This is an optimization exercise on Yosys and OpenROAD, whose aim is small area, a short achievable clock period and few clock cycles per item, not a production implementation. Function was checked by simulation only, so behaviour that the tests miss may differ from the original.

== v6 ==
==> flow/design.v (excerpt) <==
module brick_sort
   (
    clk,
    rst,
    src_tvalid,
    src_tready,
    src_tdata_raw,
    dest_tvalid,
    dest_tready,
    dest_tdata_raw
    );
   parameter NUM_ELEMS = 16;
   parameter DATA_WIDTH = 8;
   input   clk;
   input   rst;
   input   src_tvalid;
   output  src_tready;
   input [DATA_WIDTH*NUM_ELEMS-1:0] src_tdata_raw;
   output                 dest_tvalid;
   input                  dest_tready;
   output [DATA_WIDTH*NUM_ELEMS-1:0] dest_tdata_raw;
   function gt8;
      input [7:0] a;
      input [7:0] b;
      reg [3:0] g, p;
      reg g32, p32, g10, p10;
      integer i;
      begin
         for (i = 0; i < 4; i = i + 1) begin
            g[i] = (a[2*i+1] & ~b[2*i+1]) | ((((a[2*i+1] | ~b[2*i+1]) & a[2*i]) & ~b[2*i]));
            p[i] = (a[2*i+1] & ~b[2*i+1]) | ((((a[2*i+1] | ~b[2*i+1]) & a[2*i]) | ((a[2*i+1] | ~b[2*i+1]) & ~b[2*i])));
         end
         g10 = g[1] | (p[1] & g[0]);
  ...
export LEC_CHECK = 0
export CAP_MARGIN = 20
export CORE_MARGIN = 2
export CORE_UTILIZATION = 40
export CTS_BUF_LIST = sky130_fd_sc_hd__clkbuf_8
export SETUP_SLACK_MARGIN = 2.9
export SLEW_MARGIN = 20
create_clock -name core_clock -period 6.0 [get_ports {clk}]
standard.sh (not shown) runs the stock make flow with config.mk's settings and CLKGATE_MAP_FILE= SYNTH_SCRIPT=/design/flow/synth_recipe.tcl, a recipe that flattens the netlist after the stock synthesis.
==> flow/flow/run.sh <==
#!/bin/bash
# Layout flow: the standard flow (standard.sh) with two changes:
#  - the synthesis step maps the logic with the delay-driven ABC script in
#    flow/abc_speed.script instead of ORFS's abc_speed.script; synthesis is
#    otherwise ORFS's, run by standard.sh with the standard flow's synthesis script, so
#    the registers (names, count, cell types) are those of the standard
#    synthesis;
#  - every input and output port still gets its own buffer, but a
#    buf_2 (BUFFER_PORTS_ARGS) instead of the cell buffer_ports picks.
# Each step's full output is in synth.log and layout.log here, and ORFS's
# per-step logs are under orfs/logs.
set -euo pipefail
here=$(pwd)
rm -rf "$here/scripts_abc"
cp -r "$FLOW_HOME/scripts" "$here/scripts_abc"
cp "$here/flow/abc_speed.script" "$here/scripts_abc/abc_speed.script"
bash standard.sh SCRIPTS_DIR="$here/scripts_abc" synth > "$here/synth.log" 2>&1
bash standard.sh BUFFER_PORTS_ARGS="-buffer_cell sky130_fd_sc_hd__buf_2" finish > "$here/layout.log" 2>&1
==> flow/flow/abc_speed.script <==
strash
dch -f
map -D 1500
topo
buffer -p
upsize -D 1500
dnsize -D 1500
stime -p
Testbench counts of v6, summed over its fixed seeds: cycles 1,008, items 960.
Input changes introduced in v7 (baseline for comparison: v6):
# v6
export LEC_CHECK = 0
export CAP_MARGIN = 20
export CORE_MARGIN = 2
export CORE_UTILIZATION = 40
export CTS_BUF_LIST = sky130_fd_sc_hd__clkbuf_8
export SETUP_SLACK_MARGIN = 2.9
export SLEW_MARGIN = 20
create_clock -name core_clock -period 6.0 [get_ports {clk}]
# v7
export LEC_CHECK = 0
export CAP_MARGIN = 20
export CORE_MARGIN = 2
export CORE_UTILIZATION = 40
export CTS_BUF_LIST = sky130_fd_sc_hd__clkbuf_8
export SETUP_SLACK_MARGIN = 3.2
export SLEW_MARGIN = 20
create_clock -name core_clock -period 6.0 [get_ports {clk}]
==> flow/flow/run.sh <==
#!/bin/bash
# Layout flow: the standard flow (standard.sh), except that the
# synthesis step maps the logic with the delay-driven ABC script in
# flow/abc_speed.script instead of ORFS's abc_speed.script.  Synthesis is
# otherwise ORFS's, run by standard.sh with the standard flow's synthesis script, so the
# registers (names, count, cell types) are those of the standard synthesis.
set -euo pipefail
here=$(pwd)
rm -rf "$here/scripts_abc"
cp -r "$FLOW_HOME/scripts" "$here/scripts_abc"
cp "$here/flow/abc_speed.script" "$here/scripts_abc/abc_speed.script"
bash standard.sh SCRIPTS_DIR="$here/scripts_abc" synth > "$here/synth.log" 2>&1
bash standard.sh > "$here/layout.log" 2>&1
Findings:
- The count of routing violations after the opening detailed-route iteration number comes out higher for v7 vs v6.
- Total area of sequential cells (higher): v7
- Density: v7 denser than v6
- Cmp v6 and v7 / number of logic stages on the critical path including buffering / higher: v6

## re-timing with driven ports
In the flow no input, the clock included, has a driving cell. The finished layouts below were timed again as built, in two steps. Step 1 assumes that a clkbuf_16 drives the clock port and a buf_2 every other input. Step 2 moves the port delays by t, midway between the first and last clock arrival at a register: inputs arrive t later, outputs are due t later. That takes back most of the time a late clock gives input paths. Slacks: no drivers / after step 1 / after step 2; pairs: no drivers / after step 1.
run | t, ns | setup slack, ns | worst setup path at the end | clock arrival spread, ns
v6 | 0.865 | 2.932 / 2.932 / 2.313 | input to register | 0.031 / 0.031
v7 | 0.889 | 3.056 / 3.056 / 2.350 | input to register | 0.043 / 0.042
After both steps every run listed still meets setup and hold. The setup slack of v7, which loses most, moves by 0.000 ns with the drivers and by -0.706 ns with both steps.
